From an optimization exercise on the open Yosys and OpenROAD flow, aimed at small area and a short achievable clock period; shortcuts taken in it are not production practice.
No run shown here included a check of the RTL's function; only the layout flow was run.
Power is estimated from default activity; no workload was simulated.

==> flow/design.v, too long to show whole: its modules and the start of the top module <==
// module RGB_to_Gray: 873 lines
// module fa: 4 lines
// module ha: 4 lines
// module xr: 3 lines
// module xn: 3 lines
// module ao: 3 lines
// module an2: 3 lines
// module or2: 3 lines
module RGB_to_Gray(input CLK, input [7:0] R, input [7:0] G, input [7:0] B, input In_Valid, output reg [7:0] Gray, output reg Out_Valid);
  // ...
==> flow/run.sh <==
#!/bin/bash
# synth_recipe.tcl (not shown) runs the flow's synth.tcl, then flattens the netlist and writes it again
# the make line also repeats each setting of config.mk as NAME=value (left out here)
make -C /OpenROAD-flow-scripts/flow DESIGN_CONFIG=/design/flow/config.mk WORK_HOME=/design/flow/orfs CLKGATE_MAP_FILE= SYNTH_SCRIPT=/design/flow/synth_recipe.tcl finish
==> flow/config.mk <==
export PLATFORM = sky130hd
export DESIGN_NAME = RGB_to_Gray
export DESIGN_NICKNAME = RGB_to_Gray
export VERILOG_FILES = /design/flow/design.v
export SDC_FILE = /design/flow/constraint.sdc
export NUM_CORES = 8
export LEC_CHECK = 0
export CAP_MARGIN = 20
export CORE_MARGIN = 2
export CORE_UTILIZATION = 40
export SLEW_MARGIN = 20
export SYNTH_HIERARCHICAL = 1
export SYNTH_MINIMUM_KEEP_SIZE = 0
==> flow/constraint.sdc <==
create_clock -name core_clock -period 16.0 [get_ports {CLK}]
set_input_delay 3.2000 -clock core_clock [delete_from_list [all_inputs] [get_ports {CLK}]]
set_output_delay 3.2000 -clock core_clock [all_outputs]
set_load 0.01 [all_outputs]
==> results.sh, run 1 <==
export IMPL_crit_required_ps=12800
export IMPL_synth_xor_area_share_pct=3.43
export IMPL_nFillCells=2367
export IMPL_rsz0062_at_grt="false"
export IMPL_drt_iter0_markers=312
export IMPL_setup_violations_final=0
export IMPL_seqPwrFrac_pct=22.4
export IMPL_total_power_mw=2.46
export IMPL_pg_seq_mw=0.552
export IMPL_buffer_area_share_pct=3.42
export IMPL_use_met3_pct=3.81
export IMPL_clkTransAtPathRegs_ps=60
export IMPL_root_buffer="clkbuf_16"
export IMPL_synth_area_per_cell_um2=12.9
export IMPL_port_buffers=34
export IMPL_p_clk_share_pct=15.3
export IMPL_whs_ps=328
export IMPL_placed_area_um2=11600
export IMPL_slew_violations=0
export IMPL_synth_area_mux_share_pct=0
export IMPL_start_util_pct=41.0
export IMPL_cp_slowest_cell="clkdlybuf4s50_1"
export IMPL_outcome="no timing/DRC/antenna violations"
export IMPL_taps=335
export IMPL_switching_share_pct=40.8
export IMPL_seq_cell_count=140
export IMPL_async_reset_ff_share_pct=0
export IMPL_htreeDepth=4
export IMPL_cp_endpoint="Gray[3]"
export IMPL_r2r_end="Gray[2]"
export IMPL_drt_antenna_violating_nets=0
export IMPL_drt_total_wl_um=22200
export IMPL_yosysMostFrequentCell="fa_1"
export IMPL_wl_met2_um=9410
export IMPL_fp_coreArea_um2=26200
export IMPL_hold_viol_final=0
export IMPL_synth_seq_area_share_pct=26.1
export IMPL_rows=59
export IMPL_grt_max_degree=18
export IMPL_cp_cell_sequence="clkdlybuf4s50_1"
export IMPL_synth_compound_area_share_pct=9.82
export IMPL_start_kind="flip-flop"
export IMPL_p_comb_share_pct=62.2
export IMPL_drc_errors=0
export IMPL_critical_path_top_delay_family="buffers and inverters"
==> run 2, diff against run 1 <==
==> flow/flow/run.sh (new file) <==
#!/bin/bash
# Standard ORFS layout (standard synthesis unchanged); timing repair is asked to
# reach a setup slack of 11.8 ns at the design's own clock period and constraints.
set -euo pipefail
export SETUP_SLACK_MARGIN=11.8
bash standard.sh synth > synth.log 2>&1
bash standard.sh > layout.log 2>&1
==> flow/standard.sh (new file) <==
#!/bin/bash
# synth_recipe.tcl (not shown) runs the flow's synth.tcl, then flattens the netlist and writes it again
# the make line also repeats each setting of config.mk as NAME=value (left out here)
make -C /OpenROAD-flow-scripts/flow DESIGN_CONFIG=/design/flow/config.mk WORK_HOME=/design/flow/orfs CLKGATE_MAP_FILE= SYNTH_SCRIPT=/design/flow/synth_recipe.tcl "${@:-finish}"
removed: flow/run.sh
==> results.sh, run 2 <==
export IMPL_clock_skew_ps=15.5
export IMPL_root_buffer="clkbuf_16"
export IMPL_gp_congestion=0.825
export IMPL_synth_seq_area_share_pct=26.1
export IMPL_yosys_warnings=7
export IMPL_yosys_register_bits=140
export IMPL_yosys_top_cells_count="198 x fa_1, 140 x dfxtp_1, 118 x a21o_1"
export IMPL_p_leak_nw=5.59
export IMPL_synth_area_per_cell_um2=12.9
export IMPL_hold_buffers=0
export IMPL_mostFrequentLayoutCells="198 x fa_1, 136 x dfxtp_1, 117 x a21o_1"
export IMPL_grt_overflow_total=0
export IMPL_layout_drive_gt1_share_pct=7.81
export IMPL_placed_area_um2=11600
export IMPL_final_common_cell="fa_1"
export IMPL_insertion_delay_ps=430
export IMPL_setup_tns_final_ps=0
export IMPL_async_reset_ff_share_pct=0
export IMPL_vias_per_cell=4.88
export IMPL_syn_inst=831
export IMPL_drc_errors=0
export IMPL_critPathMaxFanout=1
export IMPL_worst_pin_slew_ps=959
export IMPL_hold_viol_final=0
export IMPL_drt_antenna_violating_nets=0
export IMPL_post_synth_top_area_cell="fa_1"
export IMPL_start_kind="flip-flop"
export IMPL_first_global_vias=6561
export IMPL_port_buffers=34
export IMPL_dr_pass1_iters=4
export IMPL_clkTransAtPathRegs_ps=60
export IMPL_total_power_mw=2.47
export IMPL_syn_to_final_growth_pct=13.1
export IMPL_slowest_delay_ps=310
export IMPL_hold_path_class="flip-flop to flip-flop"
export IMPL_ir_worst_vdd_v=0.0000973
export IMPL_clock_sinks=140
export IMPL_yosysMostFrequentCell="fa_1"
export IMPL_cp_cell_sequence="clkdlybuf4s15_1"
export IMPL_die_area_um2=28200
export IMPL_nFillCells=2361
export IMPL_synth_net_count=1165
export IMPL_track_usage_pct=17.2
export IMPL_cp_arrival_ps=970
export IMPL_numCtsBuffers=17
export IMPL_hpwl_um=17800
export IMPL_power_density_nw_per_um2=203
export IMPL_crit_required_ps=12800
export IMPL_nets=1230
export IMPL_synth_edff_count=0
export IMPL_routedWlPerCell_um=17.9
export IMPL_cts_path_max_buffers=2
export IMPL_antenna_found_initial=0
export IMPL_setup_violations_final=0
export IMPL_pin_count=35
export IMPL_grt_pass1_wl_um=36700
export IMPL_drv_cap=0
export IMPL_rsz0062_at_grt="false"
export IMPL_grt_max_degree=18
export IMPL_fp_coreArea_um2=26200
export IMPL_cts_tree="built"
export IMPL_critPathKind="flip-flop to primary output"
export IMPL_netlist_area_um2=10700
export IMPL_relSlewSlack_pct=36.0
export IMPL_slew_violations=0
export IMPL_rows=59
export IMPL_cp_slowest_cell="dfxtp_1"
export IMPL_die_h_um=168
export IMPL_outcome="no timing/DRC/antenna violations"
export IMPL_min_period_ps=4170
export IMPL_fmax_mhz=240
export IMPL_dp_cells=1209
export IMPL_synth_area_leaders="fa_1 37%, dfxtp_1 26%, ha_1 13%, a21o_1 8.3%, and2_1 6.2%"
export IMPL_vias=6071
export IMPL_synth_cell_types=36
export IMPL_synth_top_cell_area_share_pct=36.9
export IMPL_ys_dominant_reg_cell="dfxtp_1"
export IMPL_start_util_pct=41.0
export IMPL_drt_iter0_markers=359
export IMPL_critical_path_top_delay_family="flip-flops"
export IMPL_antenna_cells=0
export IMPL_htreeDepth=4
export IMPL_timing_critical_path_buf_inv=1
export IMPL_fin_crit_sh_pct=26.0
export IMPL_crit_path_end_kind="primary output"
export IMPL_finalNonFillerCells=1244
export IMPL_dieWidth_um=168
export IMPL_whs_ps=328
export IMPL_drt_total_wl_um=22200
export IMPL_final_area_um2=12100
## run 2: cell types whose count changed in the layout (fill, tap and decap cells not counted)
cell / delta
buf_4: +3
clkdlybuf4s15_1: +2
a21o_1: -1
clkinvlp_4: +1
inv_1: -1
dfxtp_4: +1
clkbuf_2: +7
a21o_4: +1
dfxtp_1: -3
dfxtp_2: +2
clkdlybuf4s50_1: -9
## run 2: path summary, 6_finish.rpt
path / start / to / slack (ps) / cells past startpoint
hold reg to reg: v0 / v1 / 330 / 0
setup reg to reg: p37_0_1 / Gray[2] / 11990 / 12
setup / recovery: Gray[0] / Gray[0] / 11830 / 1
hold / removal: v0 / v1 / 330 / 0
## run 2: what timing repair did
item	in CTS	in global routing
pin swaps	0	1
gates resized for setup	18	14
endpoints found under the setup margin	17	15
setup buffers	0	3
## run 2: through the flow
step | setup WS, ps | util (%)
2_1_floorplan | 12060 | -
3_3_place_gp | 11770 | 44.1
3_5_place_dp | 11720 | 44.1
4_1_cts | 11770 | 46.3
5_1_grt | 11800 | 46.3
6_report | 11830 | 46.3
## run 2: metal layers
layer / share of wire [%] / track usage (%) / vias up
met4: 1.5 / 4.50 / 0
met1: 51 / 26.2 / 3019
li1: - / - / 2923
met3: 4.7 / 3.81 / 16
met5: 0 / 0 / -
met2: 43 / 24.8 / 113
## run 2: per-module statistics from Yosys, one instance, submodules excluded
module       flip-flops and latches  cells inside  area, µm²
ao                                0             1       7.51
an2                               0             1       6.26
ha                                0             1       12.5
fa                                0             1       20.0
xn                                0             1       8.76
or2                               0             1       6.26
xr                                0             1       8.76
RGB_to_Gray                     140           250       3430
## run 2: cell type report
cell class	instances	area, µm²	share of cell area, %
inverter	33	128	1.05
clock buffer	18	439	3.62
sequential	140	2810	23.2
multi-input combinational	657	7810	64.4
clock inverter	14	126	1.04
tap	335	419	3.45
timing repair buffer	47	403	3.32
## run 2: cell families (layout without fill, tap and decap cells)
logic type / count (synthesis) / in the layout / synth area share (%)
adders and majority gates: 308 / 308 / 49.8
and+or+nand+nor: 166 / 166 / 9.69
buffers and inverters: 34 / 112 / 1.19
DFF: 140 / 140 / 26.1
xor gates and xnor gates: 42 / 42 / 3.43
AOI/OAI and AO/OA: 141 / 141 / 9.82
## run 2: power by group
group          switching, mW  internal [mW]  total, mW  leakage [nW]
registers             0.0824          0.469      0.552          1.17
logic                  0.758          0.781       1.54          4.16
clock network          0.169          0.208      0.378         0.264
==> run 3, diff against run 2 <==
==> flow/flow/run.sh (replaced) <==
#!/bin/bash
# Standard ORFS layout (standard synthesis unchanged); timing repair is asked to
# reach a setup slack of 11.9 ns at the design's own clock period and constraints.
set -euo pipefail
export SETUP_SLACK_MARGIN=11.9
export BUFFER_PORTS_ARGS="-buffer_cell sky130_fd_sc_hd__buf_2"
bash standard.sh synth > synth.log 2>&1
bash standard.sh > layout.log 2>&1
==> results.sh, run 3 <==
export IMPL_crit_path_end_kind="primary output"
export IMPL_first_global_vias=6623
export IMPL_synth_simple_area_share_pct=9.69
export IMPL_syn_inst=831
export IMPL_slew_violations=0
export IMPL_r2r_end="Gray[3]"
export IMPL_drv_cap=0
export IMPL_hold_viol_final=0
export IMPL_vias_per_cell=4.99
export IMPL_track_usage_pct=17.1
export IMPL_root_buffer="clkbuf_16"
export IMPL_yosys_warnings=7
export IMPL_critPathMaxFanout=1
export IMPL_vias=6189
export IMPL_netlist_area_um2=10700
export IMPL_clkTransAtPathRegs_ps=60
export IMPL_post_route_util_pct=45.8
export IMPL_critPathKind="flip-flop to primary output"
export IMPL_die_area_um2=28200
export IMPL_slowest_delay_ps=310
export IMPL_setup_violations_final=0
export IMPL_antenna_cells=0
export IMPL_dieWidth_um=168
export IMPL_worstRegToRegCells=12
export IMPL_setup_tns_final_ps=0
export IMPL_min_delay_start="v1"
export IMPL_hold_path_class="flip-flop to flip-flop"
export IMPL_post_synth_top_area_cell="fa_1"
export IMPL_final_common_cell="fa_1"
export IMPL_drt_iter0_markers=340
export IMPL_drc_errors=0
export IMPL_htreeDepth=4
export IMPL_routedWlPerCell_um=17.9
export IMPL_layout_drive_gt1_share_pct=10.6
export IMPL_synth_top_family_by_area="adder cells"
export IMPL_min_period_ps=4060
export IMPL_total_power_mw=2.48
export IMPL_synth_net_count=1165
export IMPL_hold_buffers=0
export IMPL_start_kind="flip-flop"
export IMPL_p_leak_nw=5.59
export IMPL_synth_area_per_cell_um2=12.9
export IMPL_fin_crit_sh_pct=25.4
export IMPL_async_reset_ff_share_pct=0
export IMPL_timing_critical_path_buf_inv=1
export IMPL_drt_antenna_violating_nets=0
export IMPL_fmax_mhz=246
export IMPL_synth_top_cell_area_share_pct=36.9
export IMPL_fin_ws_ps=11940
export IMPL_cp_arrival_ps=860
export IMPL_ys_dominant_reg_cell="dfxtp_1"
export IMPL_relSlewSlack_pct=26.1
export IMPL_critical_path_top_delay_family="flip-flops"
export IMPL_post_place_ws_ps=11710
export IMPL_antenna_found_initial=0
export IMPL_holdPathStages=0
export IMPL_yosys_top_cells_count="198 x fa_1, 140 x dfxtp_1, 118 x a21o_1"
export IMPL_die_h_um=168
export IMPL_nets=1226
export IMPL_grt_overflow_total=0
export IMPL_synth_area_leaders="fa_1 37%, dfxtp_1 26%, ha_1 13%, a21o_1 8.3%, and2_1 6.2%"
export IMPL_cp_slowest_cell="dfxtp_1"
export IMPL_synth_cell_types=36
export IMPL_synth_area_mux_share_pct=0
export IMPL_cts_path_max_buffers=2
export IMPL_ir_worst_vdd_v=0.0000930
export IMPL_port_buffers=34
export IMPL_hold_path_end="Out_Valid"
export IMPL_gp_congestion=0.847
export IMPL_seqCellArea_um2=2810
export IMPL_rsz0062_at_grt="false"
export IMPL_outcome="no timing/DRC/antenna violations"
export IMPL_cp_cell_sequence="buf_2"
export IMPL_cts_tree="built"
export IMPL_synth_edff_count=0
export IMPL_whs_ps=328
export IMPL_power_density_nw_per_um2=206
export IMPL_yosys_register_bits=140
export IMPL_synth_xor_area_share_pct=3.43
export IMPL_worst_pin_slew_ps=1110
export IMPL_crit_required_ps=12800
export IMPL_grt_max_degree=18
export IMPL_synth_fa_ha_area_share_pct=49.8
export IMPL_dr_pass1_iters=8
export IMPL_syn_to_final_growth_pct=11.8
export IMPL_insertion_delay_ps=430
export IMPL_synth_seq_area_share_pct=26.1
export IMPL_r2r_slack_ps=12060
export IMPL_nFillCells=2358
export IMPL_pin_count=35
export IMPL_synth_compound_area_share_pct=9.82
export IMPL_mostFrequentLayoutCells="198 x fa_1, 134 x dfxtp_1, 117 x a21o_1"
export IMPL_clock_skew_ps=14.7
export IMPL_reg2reg_from="p37_0_1"
export IMPL_grt_pass1_wl_um=36500
export IMPL_clock_sinks=140
export IMPL_yosysMostFrequentCell="fa_1"
export IMPL_multi_input_comb_area_um2=7810
export IMPL_rows=59
export IMPL_fp_coreArea_um2=26200
export IMPL_numCtsBuffers=17
export IMPL_hpwl_um=17800
export IMPL_drt_total_wl_um=22200
export IMPL_start_util_pct=41.0
==> run 3: cell counts after synthesis <==
No cell type changed its count.
==> run 3: how the worst max path moves through the flow <==
stage                 start      end  slack [ps]  cells past startpoint
global route        Gray[6]  Gray[6]       11900                      1
CTS                 p35_0_1  Gray[7]       11900                     11
global placement    p37_0_1  Gray[5]       11780                     12
detailed placement  p37_0_1  Gray[4]       11710                     12
finish              Gray[4]  Gray[4]       11940                      1
floorplan           p37_0_1  Gray[1]       12060                     12
==> run 3: logic make-up after synthesis <==
group                      Yosys count
adders and majority gates          308
buffers and inverters               34
xor gates and xnor gates            42
AOI/OAI and AO/OA                  141
DFF                                140
and+or+nand+nor                    166
==> run 3: where the power goes <==
group	internal, mW	total (mW)	switching (mW)
clock	0.225	0.391	0.166
sequential	0.470	0.556	0.0868
combinational	0.776	1.53	0.753
total	1.47	2.48	1.01
==> run 3: area by class of cell <==
cell class	instances	area share (%)
multi-input combinational	657	65.1
sequential	140	23.4
clock buffer	18	3.66
tap	335	3.49
timing repair buffer	43	1.98
clock inverter	14	1.28
inverter	33	1.05
==> run 3: stage by stage <==
| step | instances | area, µm² |
|---|---|---|
| after floorplan | 831 | 10700 |
| after global placement | 1208 | 11400 |
| after detailed placement | 1208 | 11400 |
| after CTS | 1240 | 12000 |
| after global routing | 1240 | 12000 |
| final | 1240 | 12000 |
==> run 3: what timing repair did <==
action / in CTS / in global routing
pin swaps: 0 / 1
buffers inserted: 0 / 0
resized for setup: 5 / 6
setup endpoints to repair: 8 / 10
==> run 3: Yosys stat by module (local to each module, per instance) <==
module | flops+latches | times used | cells inside
RGB_to_Gray | 140 | 1 | 250
an2 | 0 | 102 | 1
ao | 0 | 117 | 1
fa | 0 | 198 | 1
ha | 0 | 110 | 1
or2 | 0 | 12 | 1
xn | 0 | 12 | 1
xr | 0 | 30 | 1
==> run 3: per-layer routing <==
| metal | wire length, µm | up-vias | global-route usage [%] |
|---|---|---|---|
| met2 | 9390 | 167 | 24.8 |
| met3 | 1330 | 21 | 4.61 |
| met5 | 0 | - | 0 |
| met4 | 247 | 0 | 4.57 |
| met1 | 11200 | 3084 | 25.2 |
| li1 | - | 2917 | - |
==> run 4, diff against run 3 <==
--- a/flow/flow/run.sh
+++ b/flow/flow/run.sh
@@ -4,5 +4,5 @@
 set -euo pipefail
 export SETUP_SLACK_MARGIN=11.9
-export BUFFER_PORTS_ARGS="-buffer_cell sky130_fd_sc_hd__buf_2"
+export BUFFER_PORTS_ARGS="-buffer_cell sky130_fd_sc_hd__buf_4"
 bash standard.sh synth > synth.log 2>&1
 bash standard.sh > layout.log 2>&1
==> results.sh, run 4 <==
export IMPL_vias_per_cell=4.95
export IMPL_r2r_slack_ps=12090
export IMPL_seqCellArea_um2=2810
export IMPL_post_place_ws_ps=11690
export IMPL_finalNonFillerCells=1238
export IMPL_cp_cell_sequence="buf_4"
export IMPL_dieWidth_um=168
export IMPL_die_area_um2=28200
export IMPL_switching_share_pct=39.9
export IMPL_cts_post_setup_buffers_inserted=0
export IMPL_seqPwrFrac_pct=22.1
export IMPL_rows=59
export IMPL_syn_to_final_growth_pct=12.9
export IMPL_hold_buffers=0
export IMPL_nets=1225
export IMPL_netlist_area_um2=10700
export IMPL_power_density_nw_per_um2=208
export IMPL_cts_path_max_buffers=2
export IMPL_nFillCells=2371
export IMPL_yosysMostFrequentCell="fa_1"
export IMPL_grt_max_degree=18
export IMPL_route_met3_wl_um=1400
export IMPL_pin_count=35
export IMPL_async_reset_ff_share_pct=0
export IMPL_synth_net_count=1165
export IMPL_antenna_found_initial=0
export IMPL_synth_seq_area_share_pct=26.1
export IMPL_setup_tns_final_ps=0
export IMPL_dr_pass1_iters=5
export IMPL_crit_required_ps=12800
export IMPL_drt_iter0_markers=311
export IMPL_switchingPower_mw=1.01
export IMPL_yosys_register_bits=140
export IMPL_drt_antenna_violating_nets=0
export IMPL_slew_violations=0
export IMPL_port_buffers=34
export IMPL_relSlewSlack_pct=32.0
export IMPL_synth_cell_types=36
export IMPL_critPathMaxFanout=1
export IMPL_synth_area_leaders="fa_1 37%, dfxtp_1 26%, ha_1 13%, a21o_1 8.3%, and2_1 6.2%"
export IMPL_synth_area_per_cell_um2=12.9
export IMPL_hpwl_um=17900
export IMPL_placed_area_um2=11500
export IMPL_highest_layer="met4"
export IMPL_slowest_delay_ps=300
export IMPL_grt_overflow_total=0
export IMPL_insertion_delay_ps=430
export IMPL_synth_top_cell_area_share_pct=36.9
export IMPL_htreeDepth=4
export IMPL_gp_congestion=0.831
export IMPL_fp_coreArea_um2=26200
export IMPL_intPower_mw=1.52
export IMPL_min_period_ps=4060
export IMPL_track_usage_pct=17.5
export IMPL_p_clk_share_pct=16.9
export IMPL_drv_cap=0
export IMPL_mostFrequentLayoutCells="198 x fa_1, 133 x dfxtp_1, 117 x a21o_1"
export IMPL_cp_slowest_cell="dfxtp_1"
export IMPL_outcome="no timing/DRC/antenna violations"
export IMPL_p_comb_share_pct=61.0
export IMPL_ir_worst_vdd_v=0.0000946
export IMPL_synth_edff_count=0
export IMPL_die_h_um=168
export IMPL_timing_critical_path_buf_inv=1
export IMPL_met1Wirelength_um=11200
export IMPL_final_common_cell="fa_1"
export IMPL_critical_path_top_delay_family="flip-flops"
export IMPL_routedWlPerCell_um=18.1
export IMPL_final_area_um2=12100
export IMPL_drc_errors=0
export IMPL_start_kind="flip-flop"
export IMPL_drt_total_wl_um=22400
export IMPL_dp_cells=1207
export IMPL_crit_path_end_kind="primary output"
export IMPL_layout_drive_gt1_share_pct=10.5
export IMPL_first_global_vias=6704
export IMPL_fin_ws_ps=11940
export IMPL_root_buffer="clkbuf_16"
export IMPL_clkTransAtPathRegs_ps=60
export IMPL_antenna_cells=0
export IMPL_ys_dominant_reg_cell="dfxtp_1"
export IMPL_clock_sinks=140
export IMPL_cp_arrival_ps=860
export IMPL_hold_viol_final=0
export IMPL_yosys_top_cells_count="198 x fa_1, 140 x dfxtp_1, 118 x a21o_1"
export IMPL_critPathKind="flip-flop to primary output"
export IMPL_hold_path_class="flip-flop to flip-flop"
export IMPL_multi_input_comb_area_um2=7810
export IMPL_vias=6134
export IMPL_setup_violations_final=0
export IMPL_syn_inst=831
export IMPL_wl_met2_um=9630
export IMPL_fin_crit_sh_pct=25.4
export IMPL_numCtsBuffers=17
export IMPL_clock_skew_ps=12.1
export IMPL_cts_tree="built"
export IMPL_worst_pin_slew_ps=1020
export IMPL_grt_pass1_wl_um=37100
export IMPL_yosys_warnings=7
export IMPL_post_synth_top_area_cell="fa_1"
export IMPL_rsz0062_at_grt="false"
export IMPL_p_leak_nw=5.65
export IMPL_start_util_pct=41.0
export IMPL_fmax_mhz=246
## run 4: cell counts after synthesis
Identical to the previous run, type by type.
## run 4: cell type report
| class | count | area share (%) |
|---|---|---|
| Multi-Input combinational cell | 657 | 64.4 |
| Clock inverter | 14 | 1.68 |
| Inverter | 33 | 1.04 |
| Clock buffer | 17 | 3.51 |
| Tap cell | 335 | 3.46 |
| Timing Repair Buffer | 42 | 2.66 |
| Sequential cell | 140 | 23.2 |
## run 4: cells by family (layout without fill, tap and decap cells)
logic type      count (synthesis)  in the layout  synth area share (%)
fa+ha+maj                     308            308                  49.8
simple gates                  166            166                  9.69
compound gates                141            141                  9.82
flops                         140            140                  26.1
xor+xnor                       42             42                  3.43
buf+inv                        34            106                  1.19
## run 4: power groups by stage
stage / logic [mW] / registers (mW) / clock network, mW
CTS: 1.55 / 0.556 / 0.434
global route: 1.79 / 0.569 / 0.448
floorplan: 1.17 / 0.539 / 0
global placement: 1.50 / 0.562 / 0
finish: 1.54 / 0.558 / 0.428
detailed placement: 1.52 / 0.563 / 0
## run 4: per-stage QoR
step | hold WS (ps) | util (%) | total power [mW]
6_report | 327 | 46.2 | 2.53
5_1_grt | 335 | 46.2 | 2.81
4_1_cts | 327 | 46.2 | 2.54
3_5_place_dp | 312 | 43.7 | 2.09
3_3_place_gp | 310 | 43.7 | 2.06
2_1_floorplan | 310 | - | 1.71
## run 4: per-module statistics from Yosys (local to each module, per instance)
module	times used	cells
RGB_to_Gray	1	250
or2	12	1
ao	117	1
xn	12	1
xr	30	1
an2	102	1
fa	198	1
ha	110	1
## run 4: layer usage
layer | vias up | GRT usage, %
li1 | 2917 | -
met3 | 14 | 5.17
met4 | 0 | 4.12
met5 | - | 0
met1 | 3057 | 25.8
met2 | 146 | 25.3
## run 4: worst paths after layout
check,start,endpoint,depth (start not counted)
setup / recovery,Gray[4],Gray[4],1
setup reg to reg,p37_0_1,Gray[6],12
hold / removal,v0,v1,0
hold reg to reg,v0,v1,0
## run 4: timing repair
action | 4_1_cts | 5_1_grt
pin swaps | 0 | 1
resized for setup | 7 | 6
setup endpoints to repair | 9 | 9

==> separate check: timing with driven ports <==
No port has a modelled driver above. Below, the same layouts with a new extraction and two added sets of constraints. Step 1 assumes that a clkbuf_16 drives the clock port and a buf_2 every other input. Step 2 moves the port delays by t, midway between the first and last clock arrival at a register: inputs arrive t later, outputs are due t later. That takes back most of the time a late clock gives input paths. a / b / c = no drivers / after step 1 / after step 2; a / b = the first two.
| run | t (ns) | setup slack, ns | hold WS [ns] | latest minus earliest clock arrival (ns) |
|---|---|---|---|---|
| run 1 | 0.468 | 11.521 / 11.479 / 11.729 | 0.328 / 0.328 / 0.328 | 0.015 / 0.015 |
| run 2 | 0.470 | 11.835 / 11.791 / 11.989 | 0.328 / 0.328 / 0.328 | 0.016 / 0.015 |
| run 3 | 0.467 | 11.939 / 11.892 / 12.061 | 0.328 / 0.328 / 0.328 | 0.015 / 0.015 |
| run 4 | 0.472 | 11.938 / 11.891 / 12.090 | 0.327 / 0.327 / 0.327 | 0.014 / 0.013 |
After both steps every run listed still meets setup and hold.
